What follows belongs to an exercise in optimizing a design on an open flow for small area, a short achievable clock period and few clock cycles per item; a production flow would make more cautious choices.
The RTL was checked by simulation tests, not by an equivalence proof against the original design.

$ cat inv_sqrt_lut.hex
8000
7fc0
7f81
7f42
7f03
7ec5
7e87
7e49
7e0c
7dcf
7d92
7d56
7d1a
7cde
7ca3
7c68
7c2e
7bf3
7bb9
7b80
7b46
7b0d
7ad5
7a9c
7a64
7a2c
79f5
79be
7987
7950
791a
78e4
78ae
7878
7843
780e
77da
77a5
7771
773d
770a
76d6
76a3
7670
763e
760b
75d9
75a8
7576
7545
7514
74e3
74b2
7482
7452
7422
73f2
73c3
7393
7364
7336
7307
72d9
72aa
727d
724f
7221
71f4
71c7
719a
716e
7141
7115
70e9
70bd
7091
7066
703b
7010
6fe5
6fba
6f90
6f66
6f3b
6f12
6ee8
6ebe
6e95
6e6c
6e43
6e1a
6df1
6dc9
6da0
6d78
6d50
6d29
6d01
6cda
6cb2
6c8b
6c64
6c3d
6c17
6bf0
6bca
6ba4
6b7e
6b58
6b32
6b0d
6ae8
6ac2
6a9d
6a78
6a54
6a2f
6a0b
69e6
69c2
699e
697a
6956
6933
690f
68ec
68c9
68a6
6883
6860
683e
681b
67f9
67d6
67b4
6792
6771
674f
672d
670c
66ea
66c9
66a8
6687
6666
6646
6625
6605
65e4
65c4
65a4
6584
6564
6544
6525
6505
64e6
64c7
64a7
6488
6469
644a
642c
640d
63ef
63d0
63b2
6394
6376
6358
633a
631c
62fe
62e1
62c3
62a6
6289
626c
624f
6232
6215
61f8
61db
61bf
61a2
6186
616a
614e
6132
6116
60fa
60de
60c2
60a7
608b
6070
6054
6039
601e
6003
5fe8
5fcd
5fb2
5f98
5f7d
5f63
5f48
5f2e
5f13
5ef9
5edf
5ec5
5eab
5e91
5e78
5e5e
5e44
5e2b
5e11
5df8
5ddf
5dc5
5dac
5d93
5d7a
5d61
5d49
5d30
5d17
5cff
5ce6
5cce
5cb5
5c9d
5c85
5c6d
5c55
5c3d
5c25
5c0d
5bf5
5bde
5bc6
5bae
5b97
5b7f
5b68
5b51
5b3a
5b23
5b0b
5af4
5ade
5ac7
5ab0
5a99
5a82
5a55
5a28
59fc
59d0
59a3
5978
594c
5921
58f6
58cb
58a0
5876
584c
5822
57f8
57cf
57a5
577c
5754
572b
5703
56db
56b3
568b
5664
563d
5615
55ef
55c8
55a2
557b
5555
5530
550a
54e4
54bf
549a
5475
5451
542c
5408
53e4
53c0
539c
5378
5355
5332
530f
52ec
52c9
52a7
5284
5262
5240
521e
51fc
51db
51b9
5198
5177
5156
5135
5115
50f4
50d4
50b4
5094
5074
5054
5035
5015
4ff6
4fd7
4fb8
4f99
4f7a
4f5c
4f3d
4f1f
4f01
4ee3
4ec5
4ea7
4e8a
4e6c
4e4f
4e31
4e14
4df7
4dda
4dbe
4da1
4d85
4d68
4d4c
4d30
4d14
4cf8
4cdc
4cc1
4ca5
4c8a
4c6e
4c53
4c38
4c1d
4c02
4be7
4bcd
4bb2
4b98
4b7e
4b63
4b49
4b2f
4b15
4afc
4ae2
4ac8
4aaf
4a95
4a7c
4a63
4a4a
4a31
4a18
49ff
49e7
49ce
49b6
499d
4985
496d
4955
493d
4925
490d
48f5
48dd
48c6
48ae
4897
4880
4868
4851
483a
4823
480c
47f6
47df
47c8
47b2
479b
4785
476f
4758
4742
472c
4716
4700
46eb
46d5
46bf
46aa
4694
467f
4669
4654
463f
462a
4615
4600
45eb
45d6
45c1
45ad
4598
4583
456f
455b
4546
4532
451e
450a
44f6
44e2
44ce
44ba
44a6
4492
447f
446b
4458
4444
4431
441e
440a
43f7
43e4
43d1
43be
43ab
4398
4385
4373
4360
434d
433b
4328
4316
4303
42f1
42df
42cc
42ba
42a8
4296
4284
4272
4260
424e
423d
422b
4219
4208
41f6
41e5
41d3
41c2
41b1
419f
418e
417d
416c
415b
414a
4139
4128
4117
4106
40f5
40e5
40d4
40c3
40b3
40a2
4092
4082
4071
4061
4051
4040
4030
4020
4010
$ cat flow/run.sh
#!/bin/bash
# The standard layout (standard.sh, unchanged synthesis and SDC), with
#  - every input and output port still buffered, with a plain buf_1 instead
#    of the delay buffer buffer_ports picks by default.
# The clock period and constraints are the design's.
set -euo pipefail
MARGIN=$(cat flow/margin.txt)
bash standard.sh SETUP_SLACK_MARGIN=$MARGIN \
  "BUFFER_PORTS_ARGS=-buffer_cell sky130_fd_sc_hd__buf_1" finish > standard.log 2>&1
$ cat flow/margin.txt
48
$ cat standard.sh
#!/bin/bash
# synth_recipe.tcl (not shown) runs the flow's synth.tcl, then flattens the netlist and writes it again
# the make line also repeats each setting of config.mk as NAME=value (left out here)
make -C /OpenROAD-flow-scripts/flow DESIGN_CONFIG=/design/flow/config.mk WORK_HOME=/design/flow/orfs CLKGATE_MAP_FILE= SYNTH_SCRIPT=/design/flow/synth_recipe.tcl "${@:-finish}"
$ cat config.mk
export PLATFORM = sky130hd
export DESIGN_NAME = layernorm
export DESIGN_NICKNAME = layernorm
export VERILOG_FILES = /design/flow/design.v
export SDC_FILE = /design/flow/constraint.sdc
export NUM_CORES = 4
export LEC_CHECK = 0
export ABC_AREA = 1
export CAP_MARGIN = 20
export CELL_PAD_IN_SITES_DETAIL_PLACEMENT = 1
export CELL_PAD_IN_SITES_GLOBAL_PLACEMENT = 2
export CORE_AREA = 4 4 1096 341
export DIE_AREA = 0 0 1100 345
export PLACE_DENSITY = 0.5
export SETUP_SLACK_MARGIN = 3
export SLEW_MARGIN = 20
export SYNTH_MEMORY_MAX_BITS = 16384
$ cat constraint.sdc
create_clock -name core_clock -period 65.0 [get_ports {clk_i}]
set_input_delay 13.0000 -clock core_clock [delete_from_list [all_inputs] [get_ports {clk_i}]]
set_output_delay 13.0000 -clock core_clock [all_outputs]
set_load 0.01 [all_outputs]
$ cat design.v
module fp16_add_comb (
  input  wire [15:0] a_i,
  input  wire [15:0] b_i,
  output wire [15:0] sum_o
);
  wire        a_sign = a_i[15];
  wire [4:0]  a_exp  = a_i[14:10];
  wire [9:0]  a_mant = a_i[9:0];
  wire        b_sign = b_i[15];
  wire [4:0]  b_exp  = b_i[14:10];
  wire [9:0]  b_mant = b_i[9:0];
  wire a_is_zero = (a_exp == 5'd0);
  wire b_is_zero = (b_exp == 5'd0);
  wire a_max     = (a_exp == 5'd31);
  wire b_max     = (b_exp == 5'd31);
  wire a_is_inf  = a_max && (a_mant == 10'd0);
  wire b_is_inf  = b_max && (b_mant == 10'd0);
  wire a_is_nan  = a_max && (a_mant != 10'd0);
  wire b_is_nan  = b_max && (b_mant != 10'd0);
  wire eff_sub   = a_sign ^ b_sign;
  wire [5:0] dab = {1'b0, a_exp} - {1'b0, b_exp};
  wire [5:0] dba = {1'b0, b_exp} - {1'b0, a_exp};
  wire       a_exp_ge = ~dab[5];
  wire [4:0] d = a_exp_ge ? dab[4:0] : dba[4:0];
  wire [4:0]  lg_exp  = a_exp_ge ? a_exp : b_exp;
  wire [10:0] lg_full = a_exp_ge ? {1'b1, a_mant} : {1'b1, b_mant};
  wire [10:0] sm_full = a_exp_ge ? {1'b1, b_mant} : {1'b1, a_mant};
  wire        lg_sign_e = a_exp_ge ? a_sign : b_sign;
  wire [12:0] sm_w = {sm_full, 2'b00};
  wire [12:0] sm_al = (d > 5'd13) ? 13'd0 : (sm_w >> d);
  reg sticky;
  integer s;
  always @(*) begin
    sticky = 1'b0;
    for (s = 0; s < 13; s = s + 1)
      if (s < d) sticky = sticky | sm_w[s];
  end
  wire [13:0] lg_w = {1'b0, lg_full, 2'b00};
  wire [13:0] f_sum = eff_sub ? (lg_w - {1'b0, sm_al}) : (lg_w + {1'b0, sm_al});
  wire f_ovf = f_sum[13];              
  wire f_top = f_sum[12];              
  reg [9:0] f_trunc;
  reg       f_guard, f_round, f_stk;
  reg [5:0] f_exp;                    
  always @(*) begin
    if (f_ovf) begin
      f_trunc = f_sum[12:3];
      f_guard = f_sum[2];
      f_round = f_sum[1];
      f_stk   = (sticky | f_sum[0]) & ~eff_sub;
    end else if (f_top) begin
      f_trunc = f_sum[11:2];
      f_guard = f_sum[1];
      f_round = f_sum[0];
      f_stk   = sticky & ~eff_sub;
    end else begin
      f_trunc = {f_sum[10:1]};
      f_guard = f_sum[0];
      f_round = 1'b0;
      f_stk   = 1'b0;
    end
  end
  wire [5:0] lg_exp_p1 = {1'b0, lg_exp} + 6'd1;
  wire [5:0] lg_exp_m1 = {1'b0, lg_exp} - 6'd1;
  always @(*) begin
    if (f_ovf)      f_exp = lg_exp_p1;
    else if (f_top) f_exp = {1'b0, lg_exp};
    else            f_exp = lg_exp_m1;
  end
  wire        f_rup  = f_guard & (f_round | f_stk | f_trunc[0]);
  wire [10:0] f_rnd  = {1'b0, f_trunc} + {10'd0, f_rup};
  wire [5:0]  f_exp2 = f_exp + {5'd0, f_rnd[10]};
  wire        f_oflow = (f_exp2 >= 6'd31);
  wire        f_uflow = (f_exp2 == 6'd0);
  wire [14:0] f_res = {f_exp2[4:0], f_rnd[9:0]};
  wire [11:0] n_lg  = {lg_full, 1'b0};
  wire [11:0] n_sm  = d[0] ? {1'b0, sm_full} : {sm_full, 1'b0};
  wire [12:0] n_d1  = {1'b0, n_lg} - {1'b0, n_sm};
  wire [12:0] n_d2  = {1'b0, n_sm} - {1'b0, n_lg};
  wire        n_neg = n_d1[12];       
  wire [11:0] n_mag = n_neg ? n_d2[11:0] : n_d1[11:0];
  wire        n_zero = (n_mag == 12'd0);
  reg [3:0] n_lz;
  integer t;
  always @(*) begin
    n_lz = 4'd12;
    for (t = 0; t < 12; t = t + 1)
      if (n_mag[t]) n_lz = 4'd11 - t[3:0];
  end
  wire [11:0] n_norm = n_mag << n_lz;
  wire signed [6:0] n_exp_s = $signed({2'b0, lg_exp}) - $signed({3'b0, n_lz});
  wire        n_uflow = (n_exp_s <= 7'sd0);
  wire [14:0] n_res = {n_exp_s[4:0], n_norm[10:1]};
  wire        near = eff_sub & ((d == 5'd0) | ((d == 5'd1) & (n_lz >= 4'd2)));
  wire        res_sign = near ? (n_neg ? ~lg_sign_e : lg_sign_e) : lg_sign_e;
  reg [15:0] result;
  always @(*) begin
    if (a_is_nan || b_is_nan) begin
      result = 16'h7E00;
    end else if (a_is_inf && b_is_inf && eff_sub) begin
      result = 16'h7E00;
    end else if (a_is_inf || b_is_inf) begin
      result = a_is_inf ? {a_sign, 5'd31, 10'd0} : {b_sign, 5'd31, 10'd0};
    end else if (a_is_zero && b_is_zero) begin
      result = {a_sign & b_sign, 15'd0};
    end else if (a_is_zero) begin
      result = b_i;
    end else if (b_is_zero) begin
      result = a_i;
    end else if (near) begin
      if (n_zero)       result = 16'd0;
      else if (n_uflow) result = {res_sign, 15'd0};
      else              result = {res_sign, n_res};
    end else begin
      if (f_uflow)      result = {res_sign, 15'd0};
      else if (f_oflow) result = {res_sign, 5'd31, 10'd0};
      else              result = {res_sign, f_res};
    end
  end
  assign sum_o = result;
endmodule
module fp16_mul_comb (
  input  wire [15:0] a_i,
  input  wire [15:0] b_i,
  output wire [15:0] prod_o
);
  wire        a_sign = a_i[15];
  wire [4:0]  a_exp  = a_i[14:10];
  wire [9:0]  a_mant = a_i[9:0];
  wire        b_sign = b_i[15];
  wire [4:0]  b_exp  = b_i[14:10];
  wire [9:0]  b_mant = b_i[9:0];
  wire res_sign = a_sign ^ b_sign;
  wire a_is_zero = (a_exp == 5'd0);
  wire b_is_zero = (b_exp == 5'd0);
  wire a_is_inf  = (a_exp == 5'd31) && (a_mant == 10'd0);
  wire b_is_inf  = (b_exp == 5'd31) && (b_mant == 10'd0);
  wire a_is_nan  = (a_exp == 5'd31) && (a_mant != 10'd0);
  wire b_is_nan  = (b_exp == 5'd31) && (b_mant != 10'd0);
  wire [10:0] a_full = {1'b1, a_mant};
  wire [10:0] b_full = {1'b1, b_mant};
  wire s1, c2, s3, c4, s5, c6, s7, c8, s9, c10, s11, c12, s13, c14, s15, c16, s17, c18, s19, c20, s21, c22, s23, c24, s25, c26, s27, c28, s29, c30, s31, c32, s33, c34, s35, c36, s37, c38, s39, c40, s41, c42, s43, c44, s45, c46, s47, c48, s49, c50, s51, c52, s53, c54, s55, c56, s57, c58, s59, c60, s61, c62, s63, c64, s65, c66, s67, c68, s69, c70, s71, c72, s73, c74, s75, c76, s77, c78, s79, c80, s81, c82, s83, c84, s85, c86, s87, c88, s89, c90, s91, c92, s93, c94, s95, c96, s97, c98, s99, c100, s101, c102, s103, c104, s105, c106, s107, c108, s109, c110, s111, c112, s113, c114, s115, c116, s117, c118, s119, c120, s121, c122, s123, c124, s125, c126, s127, c128, s129, c130, s131, c132, s133, c134, s135, c136, s137, c138, s139, c140, s141, c142, s143, c144, s145, c146, s147, c148, s149, c150, s151, c152, s153, c154, s155, c156, s157, c158, s159, c160, s161, c162, s163, c164, s165, c166, s167, c168, s169, c170, s171, c172, s173, c174, s175, c176, s177, c178, s179, c180;
  assign s1 = (a_full[0] & b_full[9]) ^ (a_full[1] & b_full[8]);
  assign c2 = (a_full[0] & b_full[9]) & (a_full[1] & b_full[8]);
  assign s3 = (a_full[0] & b_full[10]) ^ (a_full[1] & b_full[9]) ^ (a_full[2] & b_full[8]);
  assign c4 = ((a_full[0] & b_full[10]) & (a_full[1] & b_full[9])) | ((a_full[0] & b_full[10]) & (a_full[2] & b_full[8])) | ((a_full[1] & b_full[9]) & (a_full[2] & b_full[8]));
  assign s5 = (a_full[3] & b_full[7]) ^ (a_full[4] & b_full[6]);
  assign c6 = (a_full[3] & b_full[7]) & (a_full[4] & b_full[6]);
  assign s7 = (a_full[1] & b_full[10]) ^ (a_full[2] & b_full[9]) ^ (a_full[3] & b_full[8]);
  assign c8 = ((a_full[1] & b_full[10]) & (a_full[2] & b_full[9])) | ((a_full[1] & b_full[10]) & (a_full[3] & b_full[8])) | ((a_full[2] & b_full[9]) & (a_full[3] & b_full[8]));
  assign s9 = (a_full[4] & b_full[7]) ^ (a_full[5] & b_full[6]);
  assign c10 = (a_full[4] & b_full[7]) & (a_full[5] & b_full[6]);
  assign s11 = (a_full[2] & b_full[10]) ^ (a_full[3] & b_full[9]) ^ (a_full[4] & b_full[8]);
  assign c12 = ((a_full[2] & b_full[10]) & (a_full[3] & b_full[9])) | ((a_full[2] & b_full[10]) & (a_full[4] & b_full[8])) | ((a_full[3] & b_full[9]) & (a_full[4] & b_full[8]));
  assign s13 = (a_full[0] & b_full[6]) ^ (a_full[1] & b_full[5]);
  assign c14 = (a_full[0] & b_full[6]) & (a_full[1] & b_full[5]);
  assign s15 = (a_full[0] & b_full[7]) ^ (a_full[1] & b_full[6]) ^ (a_full[2] & b_full[5]);
  assign c16 = ((a_full[0] & b_full[7]) & (a_full[1] & b_full[6])) | ((a_full[0] & b_full[7]) & (a_full[2] & b_full[5])) | ((a_full[1] & b_full[6]) & (a_full[2] & b_full[5]));
  assign s17 = (a_full[3] & b_full[4]) ^ (a_full[4] & b_full[3]);
  assign c18 = (a_full[3] & b_full[4]) & (a_full[4] & b_full[3]);
  assign s19 = (a_full[0] & b_full[8]) ^ (a_full[1] & b_full[7]) ^ (a_full[2] & b_full[6]);
  assign c20 = ((a_full[0] & b_full[8]) & (a_full[1] & b_full[7])) | ((a_full[0] & b_full[8]) & (a_full[2] & b_full[6])) | ((a_full[1] & b_full[7]) & (a_full[2] & b_full[6]));
  assign s21 = (a_full[3] & b_full[5]) ^ (a_full[4] & b_full[4]) ^ (a_full[5] & b_full[3]);
  assign c22 = ((a_full[3] & b_full[5]) & (a_full[4] & b_full[4])) | ((a_full[3] & b_full[5]) & (a_full[5] & b_full[3])) | ((a_full[4] & b_full[4]) & (a_full[5] & b_full[3]));
  assign s23 = (a_full[6] & b_full[2]) ^ (a_full[7] & b_full[1]);
  assign c24 = (a_full[6] & b_full[2]) & (a_full[7] & b_full[1]);
  assign s25 = s1 ^ (a_full[2] & b_full[7]) ^ (a_full[3] & b_full[6]);
  assign c26 = (s1 & (a_full[2] & b_full[7])) | (s1 & (a_full[3] & b_full[6])) | ((a_full[2] & b_full[7]) & (a_full[3] & b_full[6]));
  assign s27 = (a_full[4] & b_full[5]) ^ (a_full[5] & b_full[4]) ^ (a_full[6] & b_full[3]);
  assign c28 = ((a_full[4] & b_full[5]) & (a_full[5] & b_full[4])) | ((a_full[4] & b_full[5]) & (a_full[6] & b_full[3])) | ((a_full[5] & b_full[4]) & (a_full[6] & b_full[3]));
  assign s29 = (a_full[7] & b_full[2]) ^ (a_full[8] & b_full[1]) ^ (a_full[9] & b_full[0]);
  assign c30 = ((a_full[7] & b_full[2]) & (a_full[8] & b_full[1])) | ((a_full[7] & b_full[2]) & (a_full[9] & b_full[0])) | ((a_full[8] & b_full[1]) & (a_full[9] & b_full[0]));
  assign s31 = s3 ^ s5 ^ (a_full[5] & b_full[5]);
  assign c32 = (s3 & s5) | (s3 & (a_full[5] & b_full[5])) | (s5 & (a_full[5] & b_full[5]));
  assign s33 = (a_full[6] & b_full[4]) ^ (a_full[7] & b_full[3]) ^ (a_full[8] & b_full[2]);
  assign c34 = ((a_full[6] & b_full[4]) & (a_full[7] & b_full[3])) | ((a_full[6] & b_full[4]) & (a_full[8] & b_full[2])) | ((a_full[7] & b_full[3]) & (a_full[8] & b_full[2]));
  assign s35 = (a_full[9] & b_full[1]) ^ (a_full[10] & b_full[0]) ^ c2;
  assign c36 = ((a_full[9] & b_full[1]) & (a_full[10] & b_full[0])) | ((a_full[9] & b_full[1]) & c2) | ((a_full[10] & b_full[0]) & c2);
  assign s37 = s7 ^ s9 ^ (a_full[6] & b_full[5]);
  assign c38 = (s7 & s9) | (s7 & (a_full[6] & b_full[5])) | (s9 & (a_full[6] & b_full[5]));
  assign s39 = (a_full[7] & b_full[4]) ^ (a_full[8] & b_full[3]) ^ (a_full[9] & b_full[2]);
  assign c40 = ((a_full[7] & b_full[4]) & (a_full[8] & b_full[3])) | ((a_full[7] & b_full[4]) & (a_full[9] & b_full[2])) | ((a_full[8] & b_full[3]) & (a_full[9] & b_full[2]));
  assign s41 = (a_full[10] & b_full[1]) ^ c4 ^ c6;
  assign c42 = ((a_full[10] & b_full[1]) & c4) | ((a_full[10] & b_full[1]) & c6) | (c4 & c6);
  assign s43 = s11 ^ (a_full[5] & b_full[7]) ^ (a_full[6] & b_full[6]);
  assign c44 = (s11 & (a_full[5] & b_full[7])) | (s11 & (a_full[6] & b_full[6])) | ((a_full[5] & b_full[7]) & (a_full[6] & b_full[6]));
  assign s45 = (a_full[7] & b_full[5]) ^ (a_full[8] & b_full[4]) ^ (a_full[9] & b_full[3]);
  assign c46 = ((a_full[7] & b_full[5]) & (a_full[8] & b_full[4])) | ((a_full[7] & b_full[5]) & (a_full[9] & b_full[3])) | ((a_full[8] & b_full[4]) & (a_full[9] & b_full[3]));
  assign s47 = (a_full[10] & b_full[2]) ^ c8 ^ c10;
  assign c48 = ((a_full[10] & b_full[2]) & c8) | ((a_full[10] & b_full[2]) & c10) | (c8 & c10);
  assign s49 = (a_full[3] & b_full[10]) ^ (a_full[4] & b_full[9]) ^ (a_full[5] & b_full[8]);
  assign c50 = ((a_full[3] & b_full[10]) & (a_full[4] & b_full[9])) | ((a_full[3] & b_full[10]) & (a_full[5] & b_full[8])) | ((a_full[4] & b_full[9]) & (a_full[5] & b_full[8]));
  assign s51 = (a_full[6] & b_full[7]) ^ (a_full[7] & b_full[6]) ^ (a_full[8] & b_full[5]);
  assign c52 = ((a_full[6] & b_full[7]) & (a_full[7] & b_full[6])) | ((a_full[6] & b_full[7]) & (a_full[8] & b_full[5])) | ((a_full[7] & b_full[6]) & (a_full[8] & b_full[5]));
  assign s53 = (a_full[9] & b_full[4]) ^ (a_full[10] & b_full[3]) ^ c12;
  assign c54 = ((a_full[9] & b_full[4]) & (a_full[10] & b_full[3])) | ((a_full[9] & b_full[4]) & c12) | ((a_full[10] & b_full[3]) & c12);
  assign s55 = (a_full[4] & b_full[10]) ^ (a_full[5] & b_full[9]) ^ (a_full[6] & b_full[8]);
  assign c56 = ((a_full[4] & b_full[10]) & (a_full[5] & b_full[9])) | ((a_full[4] & b_full[10]) & (a_full[6] & b_full[8])) | ((a_full[5] & b_full[9]) & (a_full[6] & b_full[8]));
  assign s57 = (a_full[7] & b_full[7]) ^ (a_full[8] & b_full[6]) ^ (a_full[9] & b_full[5]);
  assign c58 = ((a_full[7] & b_full[7]) & (a_full[8] & b_full[6])) | ((a_full[7] & b_full[7]) & (a_full[9] & b_full[5])) | ((a_full[8] & b_full[6]) & (a_full[9] & b_full[5]));
  assign s59 = (a_full[5] & b_full[10]) ^ (a_full[6] & b_full[9]) ^ (a_full[7] & b_full[8]);
  assign c60 = ((a_full[5] & b_full[10]) & (a_full[6] & b_full[9])) | ((a_full[5] & b_full[10]) & (a_full[7] & b_full[8])) | ((a_full[6] & b_full[9]) & (a_full[7] & b_full[8]));
  assign s61 = (a_full[0] & b_full[4]) ^ (a_full[1] & b_full[3]);
  assign c62 = (a_full[0] & b_full[4]) & (a_full[1] & b_full[3]);
  assign s63 = (a_full[0] & b_full[5]) ^ (a_full[1] & b_full[4]) ^ (a_full[2] & b_full[3]);
  assign c64 = ((a_full[0] & b_full[5]) & (a_full[1] & b_full[4])) | ((a_full[0] & b_full[5]) & (a_full[2] & b_full[3])) | ((a_full[1] & b_full[4]) & (a_full[2] & b_full[3]));
  assign s65 = (a_full[3] & b_full[2]) ^ (a_full[4] & b_full[1]);
  assign c66 = (a_full[3] & b_full[2]) & (a_full[4] & b_full[1]);
  assign s67 = s13 ^ (a_full[2] & b_full[4]) ^ (a_full[3] & b_full[3]);
  assign c68 = (s13 & (a_full[2] & b_full[4])) | (s13 & (a_full[3] & b_full[3])) | ((a_full[2] & b_full[4]) & (a_full[3] & b_full[3]));
  assign s69 = (a_full[4] & b_full[2]) ^ (a_full[5] & b_full[1]) ^ (a_full[6] & b_full[0]);
  assign c70 = ((a_full[4] & b_full[2]) & (a_full[5] & b_full[1])) | ((a_full[4] & b_full[2]) & (a_full[6] & b_full[0])) | ((a_full[5] & b_full[1]) & (a_full[6] & b_full[0]));
  assign s71 = s15 ^ s17 ^ (a_full[5] & b_full[2]);
  assign c72 = (s15 & s17) | (s15 & (a_full[5] & b_full[2])) | (s17 & (a_full[5] & b_full[2]));
  assign s73 = (a_full[6] & b_full[1]) ^ (a_full[7] & b_full[0]) ^ c14;
  assign c74 = ((a_full[6] & b_full[1]) & (a_full[7] & b_full[0])) | ((a_full[6] & b_full[1]) & c14) | ((a_full[7] & b_full[0]) & c14);
  assign s75 = s19 ^ s21 ^ s23;
  assign c76 = (s19 & s21) | (s19 & s23) | (s21 & s23);
  assign s77 = (a_full[8] & b_full[0]) ^ c16 ^ c18;
  assign c78 = ((a_full[8] & b_full[0]) & c16) | ((a_full[8] & b_full[0]) & c18) | (c16 & c18);
  assign s79 = s25 ^ s27 ^ s29;
  assign c80 = (s25 & s27) | (s25 & s29) | (s27 & s29);
  assign s81 = c20 ^ c22 ^ c24;
  assign c82 = (c20 & c22) | (c20 & c24) | (c22 & c24);
  assign s83 = s31 ^ s33 ^ s35;
  assign c84 = (s31 & s33) | (s31 & s35) | (s33 & s35);
  assign s85 = c26 ^ c28 ^ c30;
  assign c86 = (c26 & c28) | (c26 & c30) | (c28 & c30);
  assign s87 = s37 ^ s39 ^ s41;
  assign c88 = (s37 & s39) | (s37 & s41) | (s39 & s41);
  assign s89 = c32 ^ c34 ^ c36;
  assign c90 = (c32 & c34) | (c32 & c36) | (c34 & c36);
  assign s91 = s43 ^ s45 ^ s47;
  assign c92 = (s43 & s45) | (s43 & s47) | (s45 & s47);
  assign s93 = c38 ^ c40 ^ c42;
  assign c94 = (c38 & c40) | (c38 & c42) | (c40 & c42);
  assign s95 = s49 ^ s51 ^ s53;
  assign c96 = (s49 & s51) | (s49 & s53) | (s51 & s53);
  assign s97 = c44 ^ c46 ^ c48;
  assign c98 = (c44 & c46) | (c44 & c48) | (c46 & c48);
  assign s99 = s55 ^ s57 ^ (a_full[10] & b_full[4]);
  assign c100 = (s55 & s57) | (s55 & (a_full[10] & b_full[4])) | (s57 & (a_full[10] & b_full[4]));
  assign s101 = c50 ^ c52 ^ c54;
  assign c102 = (c50 & c52) | (c50 & c54) | (c52 & c54);
  assign s103 = s59 ^ (a_full[8] & b_full[7]) ^ (a_full[9] & b_full[6]);
  assign c104 = (s59 & (a_full[8] & b_full[7])) | (s59 & (a_full[9] & b_full[6])) | ((a_full[8] & b_full[7]) & (a_full[9] & b_full[6]));
  assign s105 = (a_full[10] & b_full[5]) ^ c56 ^ c58;
  assign c106 = ((a_full[10] & b_full[5]) & c56) | ((a_full[10] & b_full[5]) & c58) | (c56 & c58);
  assign s107 = (a_full[6] & b_full[10]) ^ (a_full[7] & b_full[9]) ^ (a_full[8] & b_full[8]);
  assign c108 = ((a_full[6] & b_full[10]) & (a_full[7] & b_full[9])) | ((a_full[6] & b_full[10]) & (a_full[8] & b_full[8])) | ((a_full[7] & b_full[9]) & (a_full[8] & b_full[8]));
  assign s109 = (a_full[9] & b_full[7]) ^ (a_full[10] & b_full[6]) ^ c60;
  assign c110 = ((a_full[9] & b_full[7]) & (a_full[10] & b_full[6])) | ((a_full[9] & b_full[7]) & c60) | ((a_full[10] & b_full[6]) & c60);
  assign s111 = (a_full[7] & b_full[10]) ^ (a_full[8] & b_full[9]) ^ (a_full[9] & b_full[8]);
  assign c112 = ((a_full[7] & b_full[10]) & (a_full[8] & b_full[9])) | ((a_full[7] & b_full[10]) & (a_full[9] & b_full[8])) | ((a_full[8] & b_full[9]) & (a_full[9] & b_full[8]));
  assign s113 = (a_full[0] & b_full[3]) ^ (a_full[1] & b_full[2]);
  assign c114 = (a_full[0] & b_full[3]) & (a_full[1] & b_full[2]);
  assign s115 = s61 ^ (a_full[2] & b_full[2]) ^ (a_full[3] & b_full[1]);
  assign c116 = (s61 & (a_full[2] & b_full[2])) | (s61 & (a_full[3] & b_full[1])) | ((a_full[2] & b_full[2]) & (a_full[3] & b_full[1]));
  assign s117 = s63 ^ s65 ^ (a_full[5] & b_full[0]);
  assign c118 = (s63 & s65) | (s63 & (a_full[5] & b_full[0])) | (s65 & (a_full[5] & b_full[0]));
  assign s119 = s67 ^ s69 ^ c64;
  assign c120 = (s67 & s69) | (s67 & c64) | (s69 & c64);
  assign s121 = s71 ^ s73 ^ c68;
  assign c122 = (s71 & s73) | (s71 & c68) | (s73 & c68);
  assign s123 = s75 ^ s77 ^ c72;
  assign c124 = (s75 & s77) | (s75 & c72) | (s77 & c72);
  assign s125 = s79 ^ s81 ^ c76;
  assign c126 = (s79 & s81) | (s79 & c76) | (s81 & c76);
  assign s127 = s83 ^ s85 ^ c80;
  assign c128 = (s83 & s85) | (s83 & c80) | (s85 & c80);
  assign s129 = s87 ^ s89 ^ c84;
  assign c130 = (s87 & s89) | (s87 & c84) | (s89 & c84);
  assign s131 = s91 ^ s93 ^ c88;
  assign c132 = (s91 & s93) | (s91 & c88) | (s93 & c88);
  assign s133 = s95 ^ s97 ^ c92;
  assign c134 = (s95 & s97) | (s95 & c92) | (s97 & c92);
  assign s135 = s99 ^ s101 ^ c96;
  assign c136 = (s99 & s101) | (s99 & c96) | (s101 & c96);
  assign s137 = s103 ^ s105 ^ c100;
  assign c138 = (s103 & s105) | (s103 & c100) | (s105 & c100);
  assign s139 = s107 ^ s109 ^ c104;
  assign c140 = (s107 & s109) | (s107 & c104) | (s109 & c104);
  assign s141 = s111 ^ (a_full[10] & b_full[7]) ^ c108;
  assign c142 = (s111 & (a_full[10] & b_full[7])) | (s111 & c108) | ((a_full[10] & b_full[7]) & c108);
  assign s143 = (a_full[8] & b_full[10]) ^ (a_full[9] & b_full[9]) ^ (a_full[10] & b_full[8]);
  assign c144 = ((a_full[8] & b_full[10]) & (a_full[9] & b_full[9])) | ((a_full[8] & b_full[10]) & (a_full[10] & b_full[8])) | ((a_full[9] & b_full[9]) & (a_full[10] & b_full[8]));
  assign s145 = (a_full[0] & b_full[2]) ^ (a_full[1] & b_full[1]);
  assign c146 = (a_full[0] & b_full[2]) & (a_full[1] & b_full[1]);
  assign s147 = s113 ^ (a_full[2] & b_full[1]) ^ (a_full[3] & b_full[0]);
  assign c148 = (s113 & (a_full[2] & b_full[1])) | (s113 & (a_full[3] & b_full[0])) | ((a_full[2] & b_full[1]) & (a_full[3] & b_full[0]));
  assign s149 = s115 ^ (a_full[4] & b_full[0]) ^ c114;
  assign c150 = (s115 & (a_full[4] & b_full[0])) | (s115 & c114) | ((a_full[4] & b_full[0]) & c114);
  assign s151 = s117 ^ c62 ^ c116;
  assign c152 = (s117 & c62) | (s117 & c116) | (c62 & c116);
  assign s153 = s119 ^ c66 ^ c118;
  assign c154 = (s119 & c66) | (s119 & c118) | (c66 & c118);
  assign s155 = s121 ^ c70 ^ c120;
  assign c156 = (s121 & c70) | (s121 & c120) | (c70 & c120);
  assign s157 = s123 ^ c74 ^ c122;
  assign c158 = (s123 & c74) | (s123 & c122) | (c74 & c122);
  assign s159 = s125 ^ c78 ^ c124;
  assign c160 = (s125 & c78) | (s125 & c124) | (c78 & c124);
  assign s161 = s127 ^ c82 ^ c126;
  assign c162 = (s127 & c82) | (s127 & c126) | (c82 & c126);
  assign s163 = s129 ^ c86 ^ c128;
  assign c164 = (s129 & c86) | (s129 & c128) | (c86 & c128);
  assign s165 = s131 ^ c90 ^ c130;
  assign c166 = (s131 & c90) | (s131 & c130) | (c90 & c130);
  assign s167 = s133 ^ c94 ^ c132;
  assign c168 = (s133 & c94) | (s133 & c132) | (c94 & c132);
  assign s169 = s135 ^ c98 ^ c134;
  assign c170 = (s135 & c98) | (s135 & c134) | (c98 & c134);
  assign s171 = s137 ^ c102 ^ c136;
  assign c172 = (s137 & c102) | (s137 & c136) | (c102 & c136);
  assign s173 = s139 ^ c106 ^ c138;
  assign c174 = (s139 & c106) | (s139 & c138) | (c106 & c138);
  assign s175 = s141 ^ c110 ^ c140;
  assign c176 = (s141 & c110) | (s141 & c140) | (c110 & c140);
  assign s177 = s143 ^ c112 ^ c142;
  assign c178 = (s143 & c112) | (s143 & c142) | (c112 & c142);
  assign s179 = (a_full[9] & b_full[10]) ^ (a_full[10] & b_full[9]) ^ c144;
  assign c180 = ((a_full[9] & b_full[10]) & (a_full[10] & b_full[9])) | ((a_full[9] & b_full[10]) & c144) | ((a_full[10] & b_full[9]) & c144);
  wire [21:0] row0 = {1'b0, (a_full[10] & b_full[10]), s179, s177, s175, s173, s171, s169, s167, s165, s163, s161, s159, s157, s155, s153, s151, s149, s147, s145, (a_full[0] & b_full[1]), (a_full[0] & b_full[0])};
  wire [21:0] row1 = {1'b0, c180, c178, c176, c174, c172, c170, c168, c166, c164, c162, c160, c158, c156, c154, c152, c150, c148, c146, (a_full[2] & b_full[0]), (a_full[1] & b_full[0]), 1'b0};
  wire [21:0] mant_prod = row0 + row1;
  wire signed [7:0] exp_raw = $signed({1'b0, a_exp}) + $signed({1'b0, b_exp}) - 8'sd15;
  wire norm_shift = mant_prod[21];
  wire [9:0] trunc_mant = norm_shift ? mant_prod[20:11] : mant_prod[19:10];
  wire       guard_bit  = norm_shift ? mant_prod[10]     : mant_prod[9];
  wire       round_bit  = norm_shift ? mant_prod[9]      : mant_prod[8];
  wire       sticky_bit = norm_shift ? |mant_prod[8:0]   : |mant_prod[7:0];
  wire round_up = guard_bit & (round_bit | sticky_bit | trunc_mant[0]);
  wire [10:0] rounded = {1'b0, trunc_mant} + {10'd0, round_up};
  wire round_ovf = rounded[10];
  wire signed [7:0] final_exp = exp_raw + {7'd0, norm_shift} + {7'd0, round_ovf};
  wire [15:0] normal_result = {res_sign, final_exp[4:0], rounded[9:0]};
  wire [15:0] inf_result    = {res_sign, 5'd31, 10'd0};
  wire [15:0] nan_result    = 16'h7E00;
  wire [15:0] zero_result   = {res_sign, 15'd0};
  wire exp_overflow  = (final_exp >= 8'sd31);
  wire exp_underflow = (final_exp <= 8'sd0);
  reg [15:0] result;
  always @(*) begin
    if (a_is_nan || b_is_nan) begin
      result = nan_result;
    end else if ((a_is_inf && b_is_zero) || (b_is_inf && a_is_zero)) begin
      result = nan_result;
    end else if (a_is_inf || b_is_inf) begin
      result = inf_result;
    end else if (a_is_zero || b_is_zero) begin
      result = zero_result;
    end else if (exp_underflow) begin
      result = zero_result;
    end else if (exp_overflow) begin
      result = inf_result;
    end else begin
      result = normal_result;
    end
  end
  assign prod_o = result;
endmodule
module fp16_from_int8 (
  input  wire [7:0]  val_i,
  output reg  [15:0] fp16_o
);
  always @(*) begin
    case (val_i)
      8'd0: fp16_o = 16'h0000;
      8'd1: fp16_o = 16'h3c00;
      8'd2: fp16_o = 16'h4000;
      8'd3: fp16_o = 16'h4200;
      8'd4: fp16_o = 16'h4400;
      8'd5: fp16_o = 16'h4500;
      8'd6: fp16_o = 16'h4600;
      8'd7: fp16_o = 16'h4700;
      8'd8: fp16_o = 16'h4800;
      8'd9: fp16_o = 16'h4880;
      8'd10: fp16_o = 16'h4900;
      8'd11: fp16_o = 16'h4980;
      8'd12: fp16_o = 16'h4a00;
      8'd13: fp16_o = 16'h4a80;
      8'd14: fp16_o = 16'h4b00;
      8'd15: fp16_o = 16'h4b80;
      8'd16: fp16_o = 16'h4c00;
      8'd17: fp16_o = 16'h4c40;
      8'd18: fp16_o = 16'h4c80;
      8'd19: fp16_o = 16'h4cc0;
      8'd20: fp16_o = 16'h4d00;
      8'd21: fp16_o = 16'h4d40;
      8'd22: fp16_o = 16'h4d80;
      8'd23: fp16_o = 16'h4dc0;
      8'd24: fp16_o = 16'h4e00;
      8'd25: fp16_o = 16'h4e40;
      8'd26: fp16_o = 16'h4e80;
      8'd27: fp16_o = 16'h4ec0;
      8'd28: fp16_o = 16'h4f00;
      8'd29: fp16_o = 16'h4f40;
      8'd30: fp16_o = 16'h4f80;
      8'd31: fp16_o = 16'h4fc0;
      8'd32: fp16_o = 16'h5000;
      8'd33: fp16_o = 16'h5020;
      8'd34: fp16_o = 16'h5040;
      8'd35: fp16_o = 16'h5060;
      8'd36: fp16_o = 16'h5080;
      8'd37: fp16_o = 16'h50a0;
      8'd38: fp16_o = 16'h50c0;
      8'd39: fp16_o = 16'h50e0;
      8'd40: fp16_o = 16'h5100;
      8'd41: fp16_o = 16'h5120;
      8'd42: fp16_o = 16'h5140;
      8'd43: fp16_o = 16'h5160;
      8'd44: fp16_o = 16'h5180;
      8'd45: fp16_o = 16'h51a0;
      8'd46: fp16_o = 16'h51c0;
      8'd47: fp16_o = 16'h51e0;
      8'd48: fp16_o = 16'h5200;
      8'd49: fp16_o = 16'h5220;
      8'd50: fp16_o = 16'h5240;
      8'd51: fp16_o = 16'h5260;
      8'd52: fp16_o = 16'h5280;
      8'd53: fp16_o = 16'h52a0;
      8'd54: fp16_o = 16'h52c0;
      8'd55: fp16_o = 16'h52e0;
      8'd56: fp16_o = 16'h5300;
      8'd57: fp16_o = 16'h5320;
      8'd58: fp16_o = 16'h5340;
      8'd59: fp16_o = 16'h5360;
      8'd60: fp16_o = 16'h5380;
      8'd61: fp16_o = 16'h53a0;
      8'd62: fp16_o = 16'h53c0;
      8'd63: fp16_o = 16'h53e0;
      8'd64: fp16_o = 16'h5400;
      8'd65: fp16_o = 16'h5410;
      8'd66: fp16_o = 16'h5420;
      8'd67: fp16_o = 16'h5430;
      8'd68: fp16_o = 16'h5440;
      8'd69: fp16_o = 16'h5450;
      8'd70: fp16_o = 16'h5460;
      8'd71: fp16_o = 16'h5470;
      8'd72: fp16_o = 16'h5480;
      8'd73: fp16_o = 16'h5490;
      8'd74: fp16_o = 16'h54a0;
      8'd75: fp16_o = 16'h54b0;
      8'd76: fp16_o = 16'h54c0;
      8'd77: fp16_o = 16'h54d0;
      8'd78: fp16_o = 16'h54e0;
      8'd79: fp16_o = 16'h54f0;
      8'd80: fp16_o = 16'h5500;
      8'd81: fp16_o = 16'h5510;
      8'd82: fp16_o = 16'h5520;
      8'd83: fp16_o = 16'h5530;
      8'd84: fp16_o = 16'h5540;
      8'd85: fp16_o = 16'h5550;
      8'd86: fp16_o = 16'h5560;
      8'd87: fp16_o = 16'h5570;
      8'd88: fp16_o = 16'h5580;
      8'd89: fp16_o = 16'h5590;
      8'd90: fp16_o = 16'h55a0;
      8'd91: fp16_o = 16'h55b0;
      8'd92: fp16_o = 16'h55c0;
      8'd93: fp16_o = 16'h55d0;
      8'd94: fp16_o = 16'h55e0;
      8'd95: fp16_o = 16'h55f0;
      8'd96: fp16_o = 16'h5600;
      8'd97: fp16_o = 16'h5610;
      8'd98: fp16_o = 16'h5620;
      8'd99: fp16_o = 16'h5630;
      8'd100: fp16_o = 16'h5640;
      8'd101: fp16_o = 16'h5650;
      8'd102: fp16_o = 16'h5660;
      8'd103: fp16_o = 16'h5670;
      8'd104: fp16_o = 16'h5680;
      8'd105: fp16_o = 16'h5690;
      8'd106: fp16_o = 16'h56a0;
      8'd107: fp16_o = 16'h56b0;
      8'd108: fp16_o = 16'h56c0;
      8'd109: fp16_o = 16'h56d0;
      8'd110: fp16_o = 16'h56e0;
      8'd111: fp16_o = 16'h56f0;
      8'd112: fp16_o = 16'h5700;
      8'd113: fp16_o = 16'h5710;
      8'd114: fp16_o = 16'h5720;
      8'd115: fp16_o = 16'h5730;
      8'd116: fp16_o = 16'h5740;
      8'd117: fp16_o = 16'h5750;
      8'd118: fp16_o = 16'h5760;
      8'd119: fp16_o = 16'h5770;
      8'd120: fp16_o = 16'h5780;
      8'd121: fp16_o = 16'h5790;
      8'd122: fp16_o = 16'h57a0;
      8'd123: fp16_o = 16'h57b0;
      8'd124: fp16_o = 16'h57c0;
      8'd125: fp16_o = 16'h57d0;
      8'd126: fp16_o = 16'h57e0;
      8'd127: fp16_o = 16'h57f0;
      8'd128: fp16_o = 16'hd800;
      8'd129: fp16_o = 16'hd7f0;
      8'd130: fp16_o = 16'hd7e0;
      8'd131: fp16_o = 16'hd7d0;
      8'd132: fp16_o = 16'hd7c0;
      8'd133: fp16_o = 16'hd7b0;
      8'd134: fp16_o = 16'hd7a0;
      8'd135: fp16_o = 16'hd790;
      8'd136: fp16_o = 16'hd780;
      8'd137: fp16_o = 16'hd770;
      8'd138: fp16_o = 16'hd760;
      8'd139: fp16_o = 16'hd750;
      8'd140: fp16_o = 16'hd740;
      8'd141: fp16_o = 16'hd730;
      8'd142: fp16_o = 16'hd720;
      8'd143: fp16_o = 16'hd710;
      8'd144: fp16_o = 16'hd700;
      8'd145: fp16_o = 16'hd6f0;
      8'd146: fp16_o = 16'hd6e0;
      8'd147: fp16_o = 16'hd6d0;
      8'd148: fp16_o = 16'hd6c0;
      8'd149: fp16_o = 16'hd6b0;
      8'd150: fp16_o = 16'hd6a0;
      8'd151: fp16_o = 16'hd690;
      8'd152: fp16_o = 16'hd680;
      8'd153: fp16_o = 16'hd670;
      8'd154: fp16_o = 16'hd660;
      8'd155: fp16_o = 16'hd650;
      8'd156: fp16_o = 16'hd640;
      8'd157: fp16_o = 16'hd630;
      8'd158: fp16_o = 16'hd620;
      8'd159: fp16_o = 16'hd610;
      8'd160: fp16_o = 16'hd600;
      8'd161: fp16_o = 16'hd5f0;
      8'd162: fp16_o = 16'hd5e0;
      8'd163: fp16_o = 16'hd5d0;
      8'd164: fp16_o = 16'hd5c0;
      8'd165: fp16_o = 16'hd5b0;
      8'd166: fp16_o = 16'hd5a0;
      8'd167: fp16_o = 16'hd590;
      8'd168: fp16_o = 16'hd580;
      8'd169: fp16_o = 16'hd570;
      8'd170: fp16_o = 16'hd560;
      8'd171: fp16_o = 16'hd550;
      8'd172: fp16_o = 16'hd540;
      8'd173: fp16_o = 16'hd530;
      8'd174: fp16_o = 16'hd520;
      8'd175: fp16_o = 16'hd510;
      8'd176: fp16_o = 16'hd500;
      8'd177: fp16_o = 16'hd4f0;
      8'd178: fp16_o = 16'hd4e0;
      8'd179: fp16_o = 16'hd4d0;
      8'd180: fp16_o = 16'hd4c0;
      8'd181: fp16_o = 16'hd4b0;
      8'd182: fp16_o = 16'hd4a0;
      8'd183: fp16_o = 16'hd490;
      8'd184: fp16_o = 16'hd480;
      8'd185: fp16_o = 16'hd470;
      8'd186: fp16_o = 16'hd460;
      8'd187: fp16_o = 16'hd450;
      8'd188: fp16_o = 16'hd440;
      8'd189: fp16_o = 16'hd430;
      8'd190: fp16_o = 16'hd420;
      8'd191: fp16_o = 16'hd410;
      8'd192: fp16_o = 16'hd400;
      8'd193: fp16_o = 16'hd3e0;
      8'd194: fp16_o = 16'hd3c0;
      8'd195: fp16_o = 16'hd3a0;
      8'd196: fp16_o = 16'hd380;
      8'd197: fp16_o = 16'hd360;
      8'd198: fp16_o = 16'hd340;
      8'd199: fp16_o = 16'hd320;
      8'd200: fp16_o = 16'hd300;
      8'd201: fp16_o = 16'hd2e0;
      8'd202: fp16_o = 16'hd2c0;
      8'd203: fp16_o = 16'hd2a0;
      8'd204: fp16_o = 16'hd280;
      8'd205: fp16_o = 16'hd260;
      8'd206: fp16_o = 16'hd240;
      8'd207: fp16_o = 16'hd220;
      8'd208: fp16_o = 16'hd200;
      8'd209: fp16_o = 16'hd1e0;
      8'd210: fp16_o = 16'hd1c0;
      8'd211: fp16_o = 16'hd1a0;
      8'd212: fp16_o = 16'hd180;
      8'd213: fp16_o = 16'hd160;
      8'd214: fp16_o = 16'hd140;
      8'd215: fp16_o = 16'hd120;
      8'd216: fp16_o = 16'hd100;
      8'd217: fp16_o = 16'hd0e0;
      8'd218: fp16_o = 16'hd0c0;
      8'd219: fp16_o = 16'hd0a0;
      8'd220: fp16_o = 16'hd080;
      8'd221: fp16_o = 16'hd060;
      8'd222: fp16_o = 16'hd040;
      8'd223: fp16_o = 16'hd020;
      8'd224: fp16_o = 16'hd000;
      8'd225: fp16_o = 16'hcfc0;
      8'd226: fp16_o = 16'hcf80;
      8'd227: fp16_o = 16'hcf40;
      8'd228: fp16_o = 16'hcf00;
      8'd229: fp16_o = 16'hcec0;
      8'd230: fp16_o = 16'hce80;
      8'd231: fp16_o = 16'hce40;
      8'd232: fp16_o = 16'hce00;
      8'd233: fp16_o = 16'hcdc0;
      8'd234: fp16_o = 16'hcd80;
      8'd235: fp16_o = 16'hcd40;
      8'd236: fp16_o = 16'hcd00;
      8'd237: fp16_o = 16'hccc0;
      8'd238: fp16_o = 16'hcc80;
      8'd239: fp16_o = 16'hcc40;
      8'd240: fp16_o = 16'hcc00;
      8'd241: fp16_o = 16'hcb80;
      8'd242: fp16_o = 16'hcb00;
      8'd243: fp16_o = 16'hca80;
      8'd244: fp16_o = 16'hca00;
      8'd245: fp16_o = 16'hc980;
      8'd246: fp16_o = 16'hc900;
      8'd247: fp16_o = 16'hc880;
      8'd248: fp16_o = 16'hc800;
      8'd249: fp16_o = 16'hc700;
      8'd250: fp16_o = 16'hc600;
      8'd251: fp16_o = 16'hc500;
      8'd252: fp16_o = 16'hc400;
      8'd253: fp16_o = 16'hc200;
      8'd254: fp16_o = 16'hc000;
      8'd255: fp16_o = 16'hbc00;
      default: fp16_o = 16'h0000;
    endcase
  end
endmodule
module fp16_rsqrt_comb (
  input  wire [15:0] val_i,
  output reg  [15:0] result_o
);
  wire [4:0] e = val_i[14:10];
  wire [9:0] f = val_i[9:0];
  wire is_zero = (e == 5'd0);
  wire is_inf  = (e == 5'd31);
  wire parity = ~e[0];
  reg [15:0] lut_mem [0:511];
  initial $readmemh("inv_sqrt_lut.hex", lut_mem);
  wire [15:0] lut_out = lut_mem[{parity, f[9:2]}];
  wire k_is_15 = lut_out[15];
  wire signed [6:0] base = $signed({2'b0, 5'd15}) -
                            $signed({2'b0, e}) +
                            $signed({6'd0, parity});
  wire signed [6:0] half_base = base >>> 1;
  wire signed [6:0] out_e_s = half_base + (k_is_15 ? 7'sd15 : 7'sd14);
  wire [9:0] raw_frac   = lut_out[13:4];
  wire       guard       = lut_out[3];
  wire       round_bit   = lut_out[2];
  wire       sticky      = |lut_out[1:0];
  wire       round_up    = guard & (round_bit | sticky | raw_frac[0]);
  wire [10:0] rounded    = {1'b0, raw_frac} + {10'd0, round_up};
  wire        round_ovf  = rounded[10];
  wire [9:0] out_frac = k_is_15   ? 10'd0 :
                         round_ovf ? 10'd0 : rounded[9:0];
  wire signed [6:0] out_e_adj = round_ovf ? (out_e_s + 7'sd1) : out_e_s;
  always @(*) begin
    if (is_zero) begin
      result_o = 16'h7C00;
    end else if (is_inf) begin
      result_o = 16'h0000;
    end else if (out_e_adj <= 7'sd0) begin
      result_o = 16'h0000;
    end else if (out_e_adj >= 7'sd31) begin
      result_o = 16'h7C00;
    end else begin
      result_o = {1'b0, out_e_adj[4:0], out_frac};
    end
  end
endmodule
module layernorm #(
  parameter DIM = 64
) (
  input  wire        clk_i,
  input  wire        rst_i,
  input  wire        start_i,
  input  wire [DIM*16-1:0] x_i,
  output reg  [5:0]  w_sel_o,
  output reg  [6:0]  w_addr_o,
  input  wire [7:0]  w_data_i,
  input  wire [5:0]  gamma_sel_i,
  input  wire [15:0] gamma_scale_i,
  input  wire [15:0] beta_scale_i,
  output reg  [DIM*16-1:0] y_o,
  output reg               done_o,
  output reg               busy_o
);
  localparam [4:0]  INV_N_EXP = 5'd15 - $clog2(DIM);
  localparam [15:0] INV_N = {1'b0, INV_N_EXP, 10'd0};
  reg  [7:0]  k;
  reg  [4:0]  jsel;
  reg         sum_ph;     
  reg         d_ph;       
  reg         norm_ph;    
  reg         gam_ph;     
  reg  [15:0] xr_a, xr_b;
  reg  [15:0] acc;
  reg  [15:0] sq_a, sq_b;
  reg  [15:0] neg_mean;
  reg  [15:0] inv_std;
  reg  [15:0] scale_r;
  reg  [7:0]  wd_r;
  wire [15:0] x_a = x_i[jsel*32      +: 16];
  wire [15:0] x_b = x_i[jsel*32 + 16 +: 16];
  wire [15:0] d_a, d_b;
  fp16_add_comb u_sub_a (.a_i(xr_a), .b_i(neg_mean), .sum_o(d_a));
  fp16_add_comb u_sub_b (.a_i(xr_b), .b_i(neg_mean), .sum_o(d_b));
  wire [15:0] deq_fp16;
  fp16_from_int8 u_deq (.val_i(wd_r), .fp16_o(deq_fp16));
  wire [15:0] gamma_tap = y_o[15:0];
  wire [15:0] m_g, m_a, m_b;
  fp16_mul_comb u_mul_g (.a_i(norm_ph ? acc : deq_fp16), .b_i(norm_ph ? inv_std : scale_r), .prod_o(m_g));
  fp16_mul_comb u_mul_a (.a_i(norm_ph ? m_g : d_a), .b_i(norm_ph ? gamma_tap : d_a), .prod_o(m_a));
  fp16_mul_comb u_mul_b (.a_i(norm_ph ? deq_fp16 : d_b), .b_i(norm_ph ? scale_r : d_b), .prod_o(m_b));
  wire [15:0] p_a = sum_ph ? xr_a : sq_a;
  wire [15:0] p_b = sum_ph ? xr_b : sq_b;
  wire [15:0] c1, c2;
  fp16_add_comb u_add1 (.a_i(acc), .b_i(p_a), .sum_o(c1));
  fp16_add_comb u_add2 (.a_i(norm_ph ? sq_a : c1), .b_i(p_b), .sum_o(c2));
  wire [15:0] mean_w;
  fp16_mul_comb u_mean (.a_i(c2), .b_i(INV_N), .prod_o(mean_w));
  wire [15:0] var_w;
  fp16_mul_comb u_var (.a_i(acc), .b_i(INV_N), .prod_o(var_w));
  wire [15:0] rsq;
  fp16_rsqrt_comb u_rsqrt (.val_i(var_w), .result_o(rsq));
  always @(posedge clk_i) begin
    y_o <= {(gam_ph ? m_g : c2), y_o[DIM*16-1:16]};
  end
  always @(posedge clk_i) begin
    xr_a <= x_a;
    xr_b <= x_b;
    wd_r <= w_data_i;
    if (k == 8'd0 || k == 8'd32 || k == 8'd33) acc <= 16'd0;
    else if (d_ph) acc <= k[0] ? d_b : d_a;
    else acc <= c2;
    if (k == 8'd32) neg_mean <= {~mean_w[15], mean_w[14:0]};
    if (k == 8'd66) inv_std <= rsq;
    sq_a <= m_a;
    sq_b <= m_b;
    if (k == 8'd0) scale_r <= gamma_scale_i;
    else if (k == 8'd66) scale_r <= beta_scale_i;
  end
  always @(posedge clk_i) begin
    if (rst_i) begin
      k       <= 8'd0;
      done_o  <= 1'b0;
      busy_o  <= 1'b0;
    end else begin
      done_o <= 1'b0;
      if (k == 8'd0) begin
        if (start_i) begin
          k      <= 8'd1;
          busy_o <= 1'b1;
        end
      end else if (k == 8'd131) begin
        k      <= 8'd0;
        done_o <= 1'b1;
        busy_o <= 1'b0;
      end else begin
        k <= k + 8'd1;
      end
    end
  end
  always @(posedge clk_i) begin
    if (rst_i) begin
      jsel    <= 5'd0;
      d_ph    <= 1'b0;
      sum_ph  <= 1'b1;
      norm_ph <= 1'b0;
      gam_ph  <= 1'b1;
      w_sel_o <= 6'd0;
      w_addr_o <= 7'd0;
    end else begin
      if (k == 8'd0 || k == 8'd131) begin
        jsel    <= start_i && k == 8'd0 ? 5'd1 : 5'd0;
        d_ph    <= 1'b0;
        sum_ph  <= 1'b1;
        norm_ph <= 1'b0;
        gam_ph  <= 1'b1;
        w_sel_o <= gamma_sel_i;
        w_addr_o <= 7'd0;
      end else begin
        if (k < 8'd63) jsel <= k[4:0] + 5'd1;
        else jsel <= k[5:1];           
        sum_ph  <= (k + 8'd1) <= 8'd32;
        d_ph    <= (k + 8'd1) >= 8'd66;
        norm_ph <= (k + 8'd1) >= 8'd67;
        gam_ph  <= (k + 8'd1) <= 8'd66;
        w_addr_o <= {1'b0, k[5:0]};
        if (k == 8'd64) w_sel_o <= w_sel_o + 6'd1;
      end
    end
  end
endmodule
==> flow_metrics.py, run 1 <==
metrics = {
    "grt": {
        "gr-usage-met1_pct": 44.42,
        "grt.overflow.total": 0,
        "grt_max_degree": 146,
        "use_met3_pct": 7.802,
        "grt_usage_pct": 28.05,
        "gr-usage-met2_pct": 37.67,
        "grt_first_pass_wirelength_um": 752100,
        "antenna_found_initial": 90,
        "top_usage_layer": "met1",
        "first_global_vias": 86275,
    },
    "run_status": {
        "outcome": "finished clean",
    },
    "critical_path": {
        "r2r_start": "neg_mean[12]",
        "worst_setup_path_end_kind": "flop",
        "worst_r2r_endpoint": "sq_a[0]",
        "required_ps": 65710,
        "start_kind": "flop",
        "crit_fanout": 8,
        "cp_num_buf_inv": 19,
        "critical_path.top_delay_family": "simple AND/OR/NAND/NOR gates",
        "rr_worst_depth": 112,
        "cp_slowest_cell": "fa_1",
        "slowest_delay_ps": 580,
        "worstPathArrival_ps": 17730,
        "r2r_slack_ps": 47980,
        "critical_path_class": "flop to flop",
        "crit_start": "neg_mean[12]",
    },
    "placed_design": {
        "hpwl_um": 468800,
        "gp_congestion": 0.9707,
        "port-buffer-count": 2110,
        "place_area_um2": 91060,
        "post-place-ws_ps": 42860,
    },
    "logic_synthesis": {
        "ys.flop_type": "dfxtp_1",
        "syn_area_um2": 76850,
        "ys_warn_count": 5,
        "netlist-cell-type-count": 81,
        "ys_seq_area_share_pct": 31.71,
        "synth_edf_count": 47,
        "avgSynthCellArea_um2": 7.210,
        "ys_ff_latch": 1194,
        "synth_async_sr_flop_share_pct": 0,
        "synth.net_count": 12432,
        "syn_inst": 10660,
    },
    "drt": {
        "via_per_inst": 4.902,
        "drt_wl_total_um": 562500,
        "drtIter0Drc": 9267,
        "firstDrtPassIters": 6,
        "wl_per_cell_um": 30.87,
        "vias": 89322,
        "drtAntennaViolNets": 0,
        "drc": 0,
    },
    "clocking": {
        "cts_buffers": 100,
        "cts.sinks": 1194,
        "cts_tree": "done",
        "clk_pin_slew_ps": 80,
        "clockRootBuffer": "clkbuf_16",
        "cts_hold_buf": 0,
        "clk_latency_ps": 860,
        "cts.path.max_buffers": 4,
        "cts_max_level": 3,
    },
    "sta": {
        "hold_ws_ps": 289.6,
        "fin_crit_ps": 17020,
        "setup_ws_ps": 47980,
        "hold_viol_final": 0,
        "slew-limit-headroom_pct": 14.70,
        "fin_crit_sh_pct": 26.19,
        "tightest_slew_ps": 1271,
        "fin_worst_skew_ps": 88.86,
        "setup_viol": 0,
        "fmax_mhz": 58.75,
        "finalMaxSlewViolations": 0,
        "rsz0062_at_grt": "yes",
        "tns_ps": 0,
    },
    "worst_hold_path": {
        "hold_depth": 0,
        "hold_class": "flop to flop",
        "min_to": "y_o[118]",
        "hp-start": "y_o[134]",
    },
    "final_layout": {
        "nNetsFinal": 14935,
        "drive_gt1_share_pct": 14.51,
        "syn2layout_area_growth_pct": 34.81,
        "layout_commonest_cell": "buf_1",
        "final_cell_mix": "buf_1 (2110), nand2_1 (1651), nor2_1 (1265)",
        "stdcell_area_um2": 103600,
        "multiInputGateArea_um2": 50090,
        "nFillCells": 44847,
        "seq_area_um2": 24430,
    },
    "floorplanning": {
        "start_util_pct": 21.04,
        "die_w_um": 1100,
        "core-area_um2": 365200,
        "io-pin-count": 2112,
        "die_h_um": 345,
        "die-area_um2": 379500,
        "placementRows": 123,
    },
    "flow_run": {
        "drv_cap": 0,
    },
}
-- layer usage --
metal  up-vias  wire length [um]
li1      40635                 -
met1     45217            289000
met2      3134            215600
met3       300             49760
met4        36              7663
met5         -               432
-- registers in the layout, indices dropped and copies added, names as in the netlist, 6 cells and up --
name	cells
k	8
acc	16
y_o	1024
xr_a	16
deq_fp16	12
sq_b	16
neg_mean	16
xr_b	16
inv_std	15
w_sel_o	6
sq_a	16
w_addr_o	6
scale_r	16
-- stage by stage --
stage,instances,utilization (%)
6_report,18221,28.37
5_1_grt,18186,28.35
4_1_cts,17942,27.13
3_5_place_dp,17487,24.94
3_3_place_gp,17485,24.93
2_1_floorplan,10660,-
-- logic make-up (layout without fill, tap and decap cells) --
group | count (synthesis) | in the layout | synth area share [%]
adders and majority gates | 699 | 699 | 14.08
DFF | 1194 | 1194 | 31.71
muxes | 12 | 12 | 0.1579
and+or+nand+nor | 4100 | 4116 | 22.50
AOI/OAI and AO/OA | 2623 | 2623 | 19.97
xor gates and xnor gates | 229 | 229 | 2.639
buffers and inverters | 1802 | 4361 | 8.943
other | 1 | 50 | 0.004879
-- cell usage after synthesis (all sizes together) (22+ instances only) --
master,instances,area share (%)
o221ai,230,2.6
inv,1317,6.4
nand4,104,0.86
fa,276,7.2
nor3,123,0.90
ha,423,6.9
nor2,1388,6.9
a31oi,85,0.69
xor2,188,2.2
buf,69,0.48
o21a,22,0.21
xnor2,41,0.47
a21oi,502,3.3
o2111ai,26,0.30
a211oi,24,0.23
o31ai,31,0.30
o21ai,1365,8.9
nand3,530,3.6
o211ai,71,0.69
edfxtp,47,1.8
nand2,1851,9.3
clkbuf,388,1.9
o22ai,94,0.77
or2,36,0.29
a32oi,35,0.40
o21bai,26,0.25
nor4,33,0.27
clkinv,28,0.14
dfxtp,1147,30
-- final cells by class --
class | instances | area share, %
diodes | 49 | 0.1183
clock buffers | 132 | 2.709
clock inverters | 42 | 0.5120
inverters | 1345 | 5.095
multi-input cells | 7680 | 48.35
flip-flops and latches | 1194 | 23.58
well taps | 4937 | 5.962
repair buffers | 2839 | 13.65
repair inverters | 3 | 0.02415
-- worst max path at each step --
stage | to | slack, ps | depth (start not counted)
after floorplan | sq_a[0] | 48060 | 101
after global placement | sq_a[9] | 42840 | 103
after detailed placement | sq_a[8] | 42860 | 103
after CTS | sq_a[5] | 47740 | 107
after global routing | sq_a[0] | 47000 | 111
final | sq_a[0] | 47980 | 112
-- worst register-to-register path: cells and delay by family (launching register included) --
kind / cells / cell delay (ps)
AOI/OAI and AO/OA: 23 / 3470
xor gates and xnor gates: 3 / 410
adders and majority gates: 14 / 4510
buffers and inverters: 19 / 1670
DFF: 1 / 460
muxes: 1 / 350
and+or+nand+nor: 52 / 5970
-- what timing repair did --
item	CTS	global route
endpoints found under the setup margin	78	76
pin swaps	127	281
buffers inserted	261	217
cloned	20	11
resized for setup	646	627
Testbench counts, summed over its fixed seeds: cycles 33,800, items 256.
==> inputs of run 2 (changes only) <==
--- a/config.mk
+++ b/config.mk
@@ -11,7 +11,7 @@
 export CELL_PAD_IN_SITES_GLOBAL_PLACEMENT = 2
 export CORE_AREA = 4 4 1096 341
 export DIE_AREA = 0 0 1100 345
-export PLACE_DENSITY = 0.5
+export PLACE_DENSITY = 0.35
 export SETUP_SLACK_MARGIN = 3
 export SLEW_MARGIN = 20
 export SYNTH_MEMORY_MAX_BITS = 16384
==> run 2 against run 1 <==
Effect of this change: still clean on timing, DRC and antenna; global-route usage grew 1.4 points; worst setup slack gained 300 ps; sequential cell count is the same; sequential share of layout area shrank 0.15 points; synthesized area is the same; highest routed layer unchanged; largest cell class unchanged.
==> flow_metrics.py, run 2 <==
metrics = {
    "run_status": {
        "outcome": "finished clean",
    },
    "logic_synthesis": {
        "ys_warn_count": 5,
        "synth-simple-area-share_pct": 22.50,
        "synth_async_sr_flop_share_pct": 0,
        "yosysMostFrequentCell": "nand2_1",
        "synth_xor_xnor_area_share_pct": 2.639,
        "ys_ff_latch": 1194,
        "synth_mux_area_share_pct": 0.1579,
        "synthTopCellsByCount": "nand2_1 (1787), nor2_1 (1364), o21ai_0 (1280)",
        "ys.flop_type": "dfxtp_1",
        "syn_inst": 10660,
        "ys_top_cells_by_area": "dfxtp_1 (30%), nand2_1 (8.7%), o21ai_0 (8.3%), fa_1 (7.2%), ha_1 (6.9%)",
        "synth_edf_count": 47,
        "synth_compound_area_share_pct": 19.97,
        "synth_top_cell_area_share_pct": 29.88,
        "synth_fa_ha_area_share_pct": 14.08,
        "synth_top_family_by_area": "simple AND/OR/NAND/NOR gates",
        "syn_area_um2": 76850,
        "netlist-cell-type-count": 81,
        "avgSynthCellArea_um2": 7.210,
        "synth_top_area_cell": "dfxtp_1",
        "synth.net_count": 12432,
        "ys_seq_area_share_pct": 31.71,
    },
    "critical_path": {
        "critical_path_class": "flop to flop",
        "crit_fanout": 8,
        "worst_r2r_endpoint": "sq_a[8]",
        "slowest_delay_ps": 590,
        "required_ps": 65770,
        "r2r_start": "acc[4]",
        "rr_worst_depth": 101,
        "cp_slowest_cell": "fa_2",
        "cp_num_buf_inv": 38,
        "start_kind": "flop",
        "worstPathArrival_ps": 17490,
        "worst_setup_path_end_kind": "flop",
    },
    "final_layout": {
        "multiInputGateArea_um2": 50350,
        "nNetsFinal": 14939,
        "final_cell_mix": "buf_1 (2111), nand2_1 (1650), nor2_1 (1274)",
        "drive_gt1_share_pct": 14.75,
        "largest_reg_flops": 1024,
        "top_register": "y_o",
        "syn2layout_area_growth_pct": 35.76,
        "final_util_pct": 28.57,
        "final_cells": 18251,
        "layout_commonest_cell": "buf_1",
        "seq_area_um2": 24440,
        "nFillCells": 44772,
    },
    "clocking": {
        "clk_pin_slew_ps": 120,
        "cts_max_level": 3,
        "cts.sinks": 1194,
        "cts_buffers": 108,
        "cts.path.max_buffers": 4,
        "cts_hold_buf": 0,
        "cts_tree": "done",
        "clockRootBuffer": "clkbuf_16",
    },
    "sta": {
        "fmax_mhz": 59.80,
        "tightest_slew_ps": 1352,
        "finalMaxSlewViolations": 0,
        "slew-limit-headroom_pct": 8.923,
        "setup_viol": 0,
        "fin_crit_ps": 16720,
        "tns_ps": 0,
        "fin_crit_sh_pct": 25.73,
        "hold_viol_final": 0,
        "fin_worst_skew_ps": 49.65,
        "rsz0062_at_grt": "yes",
    },
    "floorplanning": {
        "die-area_um2": 379500,
        "start_util_pct": 21.04,
        "core-area_um2": 365200,
        "die_h_um": 345,
        "die_w_um": 1100,
        "io-pin-count": 2112,
        "placementRows": 123,
    },
    "worst_hold_path": {
        "hold_class": "flop to flop",
        "min_to": "y_o[539]",
        "hold_depth": 0,
        "hp-start": "y_o[555]",
    },
    "grt": {
        "grt_max_degree": 103,
        "first_global_vias": 87465,
        "grt_first_pass_wirelength_um": 780600,
        "grt.overflow.total": 0,
    },
    "drt": {
        "via_per_inst": 4.932,
        "drt_wl_total_um": 590400,
        "vias": 90015,
        "drc": 0,
        "firstDrtPassIters": 5,
        "drtIter0Drc": 9038,
        "drtAntennaViolNets": 0,
        "wl_per_cell_um": 32.35,
    },
    "placed_design": {
        "hpwl_um": 493900,
        "dp.cells": 17474,
        "port-buffer-count": 2110,
        "gp_congestion": 0.9534,
    },
}
run 2: changes by cell type in the layout (fill, tap and decap cells not counted), moves of 8 or more:
| cell | previous run | this run |
|---|---|---|
| clkinvlp_4 | 21 | 39 |
| diode_2 | 49 | 64 |
| nand2_4 | 70 | 58 |
| inv_1 | 1165 | 1155 |
| nor2_1 | 1265 | 1274 |
| o21ai_0 | 1120 | 1111 |
| bufinv_16 | 7 | 15 |
| nand2_8 | 8 | 16 |
| nor2_4 | 60 | 52 |
run 2: layer usage:
metal  track usage (%)  vias to the layer above  wire (um)
met1             46.24                    45587     303600
met4             4.776                       30       9953
met3             9.078                      430      53230
met5                 0                        -        271
met2             38.78                     3286     223300
li1                  -                    40682          -
run 2: logic make-up (layout without fill, tap and decap cells):
logic type,after synthesis,after routing
XOR/XNOR,229,229
other,1,65
buffers and inverters,1802,4377
adder cells (fa/ha/maj),699,699
flip-flops,1194,1194
AO/OA/AOI/OAI,2623,2623
multiplexers,12,12
AND/OR/NAND/NOR,4100,4115
run 2: worst max path at each step:
stage,from,end,cells after the start
after global placement,sum_ph,neg_mean[3],111
after global routing,neg_mean[14],sq_a[3],111
final,acc[4],sq_a[8],101
after CTS,neg_mean[11],sq_b[1],99
after floorplan,norm_ph,sq_a[0],101
after detailed placement,sum_ph,neg_mean[6],110
run 2: repair_timing:
action,in CTS,in global routing
endpoints found under the setup margin,78,78
cloned,22,6
pin swaps,161,314
gates resized for setup,658,653
buffers inserted,250,239
run 2: final cells by class:
class / instances / share of cell area (%)
clock inverter: 55 / 0.7927
multi-input combinational: 7679 / 48.26
sequential: 1194 / 23.43
timing repair inverter: 4 / 0.02758
inverter: 1345 / 5.091
antenna: 64 / 0.1535
timing repair buffer: 2835 / 13.49
tap: 4937 / 5.921
clock buffer: 138 / 2.833
run 2: through the flow:
step | hold slack, ps | area, um^2 | setup WS, ps
CTS | 307.1 | 99680 | 48000
global route | 306.7 | 104300 | 47400
global placement | 332.0 | 91010 | 42950
floorplan | 381.7 | 76860 | 48060
detailed placement | 334.2 | 91090 | 42990
finish | 304.0 | 104300 | 48280

-- what the ideal ports hide --
No port has a modelled driver above. Below, the same layouts with a new extraction and two added sets of constraints. Step 1 assumes that a clkbuf_16 drives the clock port and a buf_2 every other input. Step 2 times the ports against the registers' clock, not the clock port: input delays grow and output delays shrink by t, the midpoint of the rising clock arrivals with the driver on. Three values: ideal ports, drivers, drivers and shift; two values: the first two.
run	t (ns)	slack for setup (ns)	worst slew at a driven data input, ns
run 1	0.948	47.978 / 47.978 / 47.978	0.31
run 2	1.014	48.279 / 48.279 / 48.279	0.27
After both steps setup and hold are still met in every run listed.
